From an optimization exercise on the open Yosys and OpenROAD flow, aimed at small area, a short achievable clock period and few clock cycles per item; shortcuts taken in it are not production practice. Only simulation tests tie the RTL to the original design; equivalence was not proved.

Design float64_mul, start of the top module:
module float64_mul (
        ap_clk,
        ap_rst,
        ap_start,
        ap_done,
        ap_idle,
        ap_ready,
        a,
        b,
        ap_return
);
input   ap_clk;
input   ap_rst;
input   ap_start;
output  ap_done;
output  ap_idle;
output  ap_ready;
input  [63:0] a;
input  [63:0] b;
output [63:0] ap_return;
localparam [2:0] S_IDLE = 3'd0, S_IT1 = 3'd1, S_IT2 = 3'd2, S_FIN = 3'd3, S_SLOW = 3'd4, S_IT0 = 3'd5,
                 S_SPC = 3'd6;
wire        sa = a[63];
wire        sb = b[63];
wire [10:0] ea = a[62:52];
wire [10:0] eb = b[62:52];
wire [51:0] fa = a[51:0];
wire [51:0] fb = b[51:0];
wire        zs = sa ^ sb;
wire a_ez = (ea == 11'd0);
wire b_ez = (eb == 11'd0);
wire a_em = (ea == 11'h7ff);
wire b_em = (eb == 11'h7ff);
wire a_fz = (fa == 52'd0);
wire b_fz = (fb == 52'd0);
wire a_nan  = a_em & ~a_fz;
wire b_nan  = b_em & ~b_fz;
wire a_snan = a_nan & ~fa[51];
wire b_snan = b_nan & ~fb[51];
wire a_inf  = a_em & a_fz;
wire b_inf  = b_em & b_fz;
wire a_zero = a_ez & a_fz;
wire b_zero = b_ez & b_fz;
wire sp_nan  = a_nan | b_nan;
wire sp_nanb = sp_nan & (b_snan | (b_nan & ~a_snan));
wire sp_nana = sp_nan & ~sp_nanb;
wire sp_dnan = ~sp_nan & ((a_inf & b_zero) | (b_inf & a_zero));
wire sp_inf  = ~sp_nan & ~sp_dnan & (a_inf | b_inf);
wire sp_zero = ~sp_nan & ~(a_inf | b_inf) & (a_zero | b_zero | (a_ez & b_ez));
wire special = sp_nan | sp_dnan | sp_inf | sp_zero;
reg k_nanb, k_nana, k_dnan, k_inf;
always @(posedge ap_clk) begin
    k_nanb <= sp_nanb;
    k_nana <= sp_nana;
    k_dnan <= sp_dnan;
    k_inf  <= sp_inf;
end
wire [63:0] special_val = k_nanb ? (b | 64'h0008_0000_0000_0000) :
                          k_nana ? (a | 64'h0008_0000_0000_0000) :
                          k_dnan ? 64'h7FFF_FFFF_FFFF_FFFF :
                          k_inf  ? {zs, 11'h7ff, 52'd0} : {zs, 63'd0};
wire [11:0] esum = {1'b0, ea[10:1], ea[0] | a_ez} + {1'b0, eb[10:1], eb[0] | b_ez};
wire fast = ~a_ez & ~b_ez & (esum >= 12'd1024) & (esum <= 12'd3068);
reg  [2:0]  state;
reg  [72:0] acc_s;
reg  [72:0] acc_c;
reg  [17:0] ch0;          
reg  [17:0] ch1;          
reg  [12:0] e;            
reg         fast_r;       
reg  [10:0] ebase_r;
reg  [10:0] ebase1_r;
  ...
Size: roughly 5,200 cells after synthesis, ~230 flip-flops, roughly 42,000 um2 of cells after synthesis.
clock: 10.0 ns
lec_check: 0
cap_margin: 25
core_margin: 2
core_utilization: 45
place_density: 0.65
setup_slack_margin: 3.0
slew_margin: 25
standard.sh (not shown) runs the stock make flow with config.mk's settings and CLKGATE_MAP_FILE= SYNTH_SCRIPT=/design/flow/synth_recipe.tcl, a recipe that flattens the netlist after the stock synthesis.
==> flow/flow/run.sh <==
#!/bin/bash
# The standard layout (the standard.sh, unchanged synthesis), except that the port
# buffers that global placement inserts on every input and output are plain
# sky130_fd_sc_hd__buf_2 cells instead of the delay buffers buffer_ports picks by default.
set -euo pipefail
export BUFFER_PORTS_ARGS="-buffer_cell sky130_fd_sc_hd__buf_2"
bash standard.sh finish > orfs_make.log 2>&1
Testbench counts at the start, summed over its fixed seeds: cycles 9,600, items 2,400.
Next try:
PLACE_DENSITY = not set   (was 0.65)
SETUP_SLACK_MARGIN = 2.5   (was 3.0)
Effect: Clock-buffer cell count climbs by 2; synthesized cell count is unchanged; non-clock buffer count drops by 53; design area drops by 4.0%.
Next try:
PLACE_DENSITY = 0.65   (was not set)
SETUP_SLACK_MARGIN = 2.75   (was 2.5)
Result: The new run produced a clean layout; wire length came out higher by 1.5%; core utilization came out higher by 1.2 points.
Next try:
==> flow/flow/run.sh (replaced) <==
#!/bin/bash
# The standard layout (the standard.sh, unchanged synthesis), except that the port
# buffers that global placement inserts on every input and output are plain
# sky130_fd_sc_hd__buf_4 cells instead of the delay buffers buffer_ports picks by default.
set -euo pipefail
export BUFFER_PORTS_ARGS="-buffer_cell sky130_fd_sc_hd__buf_4"
bash standard.sh finish > orfs_make.log 2>&1
CAP_MARGIN = 30   (was 25)
SETUP_SLACK_MARGIN = 2.5   (was 2.75)
SLEW_MARGIN = 30   (was 25)
=>
- The new run ran to the end with no violations
- routed wire length drops by about 2.3%
- worst setup slack loses 0.11 ns
- first-iteration DRC count climbs by about 9%
- core utilization drops by 0.48 points
- hold slack loses 0.019 ns
- synthesized cell count does not change
- global-route usage drops by 0.93 points
- area after synthesis does not change
- clock skew is about the same

* * *

Setup of delta:
float64_mul, a different RTL version from the one above (not shown whole).
Size in the first run: about 5100 cells after synthesis, about 210 flip-flops, ~200 I/O pins.
export LEC_CHECK = 0
export CAP_MARGIN = 25
export CORE_MARGIN = 2
export CORE_UTILIZATION = 45
export SETUP_SLACK_MARGIN = 2.5
export SLEW_MARGIN = 25
create_clock -name core_clock -period 10.0 [get_ports {ap_clk}]
==> flow/flow/run.sh <==
#!/bin/bash
# The standard layout (the standard.sh, unchanged synthesis), except that the port
# buffers that global placement inserts on every input and output are plain
# sky130_fd_sc_hd__buf_2 cells instead of the delay buffers buffer_ports picks by default.
set -euo pipefail
export BUFFER_PORTS_ARGS="-buffer_cell sky130_fd_sc_hd__buf_2"
bash standard.sh finish > orfs_make.log 2>&1
In summary, delta completed successfully, with a layout that passed the timing, DRC and antenna checks.
Testbench counts of delta, summed over its fixed seeds: cycles 9,600, items 2,400.
What indigo does differently from delta at the input level:
Settings: putting PLACE_DENSITY at 0.65 where nothing was set; swapping 2.5 for 2.75 in SETUP_SLACK_MARGIN.
## What came out
- Largest net degree at the start of global routing (indigo vs. delta) increases by a little under 10%

* * *

RTL: one of the versions met above, not the one the previous note started from.
For scale: roughly 5200 cells after synthesis, ~230 flip-flops, ~200 I/O pins.
==> flow/design.v (excerpt) <==
module float64_mul (
        ap_clk,
        ap_rst,
        ap_start,
        ap_done,
        ap_idle,
        ap_ready,
        a,
        b,
        ap_return
);
input   ap_clk;
input   ap_rst;
input   ap_start;
output  ap_done;
output  ap_idle;
output  ap_ready;
input  [63:0] a;
input  [63:0] b;
output [63:0] ap_return;
localparam [2:0] S_IDLE = 3'd0, S_IT1 = 3'd1, S_IT2 = 3'd2, S_FIN = 3'd3, S_SLOW = 3'd4, S_IT0 = 3'd5,
                 S_SPC = 3'd6;
wire        sa = a[63];
wire        sb = b[63];
wire [10:0] ea = a[62:52];
wire [10:0] eb = b[62:52];
wire [51:0] fa = a[51:0];
wire [51:0] fb = b[51:0];
wire        zs = sa ^ sb;
wire a_ez = (ea == 11'd0);
wire b_ez = (eb == 11'd0);
wire a_em = (ea == 11'h7ff);
wire b_em = (eb == 11'h7ff);
wire a_fz = (fa == 52'd0);
wire b_fz = (fb == 52'd0);
wire a_nan  = a_em & ~a_fz;
wire b_nan  = b_em & ~b_fz;
wire a_snan = a_nan & ~fa[51];
wire b_snan = b_nan & ~fb[51];
wire a_inf  = a_em & a_fz;
wire b_inf  = b_em & b_fz;
wire a_zero = a_ez & a_fz;
wire b_zero = b_ez & b_fz;
wire sp_nan  = a_nan | b_nan;
wire sp_nanb = sp_nan & (b_snan | (b_nan & ~a_snan));
wire sp_nana = sp_nan & ~sp_nanb;
wire sp_dnan = ~sp_nan & ((a_inf & b_zero) | (b_inf & a_zero));
wire sp_inf  = ~sp_nan & ~sp_dnan & (a_inf | b_inf);
wire sp_zero = ~sp_nan & ~(a_inf | b_inf) & (a_zero | b_zero | (a_ez & b_ez));
wire special = sp_nan | sp_dnan | sp_inf | sp_zero;
reg k_nanb, k_nana, k_dnan, k_inf;
always @(posedge ap_clk) begin
    k_nanb <= sp_nanb;
    k_nana <= sp_nana;
    k_dnan <= sp_dnan;
    k_inf  <= sp_inf;
end
wire [63:0] special_val = k_nanb ? (b | 64'h0008_0000_0000_0000) :
                          k_nana ? (a | 64'h0008_0000_0000_0000) :
                          k_dnan ? 64'h7FFF_FFFF_FFFF_FFFF :
                          k_inf  ? {zs, 11'h7ff, 52'd0} : {zs, 63'd0};
wire [11:0] esum = {1'b0, ea[10:1], ea[0] | a_ez} + {1'b0, eb[10:1], eb[0] | b_ez};
wire fast = ~a_ez & ~b_ez & (esum >= 12'd1024) & (esum <= 12'd3068);
reg  [2:0]  state;
reg  [72:0] acc_s;
reg  [72:0] acc_c;
  ...
export LEC_CHECK = 0
export CAP_MARGIN = 30
export CORE_MARGIN = 2
export CORE_UTILIZATION = 40
export SETUP_SLACK_MARGIN = 3.0
export SLEW_MARGIN = 30
create_clock -name core_clock -period 10.0 [get_ports {ap_clk}]
==> flow/flow/run.sh <==
#!/bin/bash
# The standard layout (the standard.sh, unchanged synthesis), except that the port
# buffers that global placement inserts on every input and output are plain
# sky130_fd_sc_hd__buf_4 cells instead of the delay buffers buffer_ports picks by default.
set -euo pipefail
export BUFFER_PORTS_ARGS="-buffer_cell sky130_fd_sc_hd__buf_4"
bash standard.sh finish > orfs_make.log 2>&1
The first run produced a clean layout.
Testbench counts at the start, summed over its fixed seeds: cycles 9,600, items 2,400.
Next try:
- SETUP_SLACK_MARGIN: 3.0 -> 2.5
Global-route usage shrinks by 0.47 points; setup slack loses 0.20 ns.

## re-timing with driven ports
Ports are ideal in the flow. The routed layouts listed here were re-timed in OpenROAD. Step 1 sets driving cells, clkbuf_16 on the clock port and buf_2 on the other inputs (assumed; they add their load-dependent delay and slew). Step 2 also shifts input and output timing later by t, the mid clock arrival at the registers, as if the neighbouring blocks saw the same clock. a / b / c = ideal / step 1 / step 2; a / b = the first two.
run | shift t [ns] | slack for setup (ns) | worst slew at a driven data input, ns
the first run of note 1 | 0.634 | 2.735 / 2.676 / 2.434 | 0.05
the second run of note 1 | 0.639 | 2.554 / 2.497 / 2.060 | 0.04
the third run of note 1 | 0.634 | 2.682 / 2.622 / 2.091 | 0.04
the fourth run of note 1 | 0.643 | 2.573 / 2.521 / 1.966 | 0.05
delta | 0.629 | 2.375 / 2.319 / 2.017 | 0.04
indigo | 0.635 | 2.490 / 2.437 / 2.327 | 0.11
the first run of note 3 | 0.645 | 2.721 / 2.661 / 2.367 | 0.05
the second run of note 3 | 0.631 | 2.517 / 2.461 / 2.075 | 0.05
After both steps setup and hold are still met in every run listed. For the fourth run of note 1, which loses most, drivers alone change the setup slack by -0.052 ns; drivers and shift together by -0.607 ns.
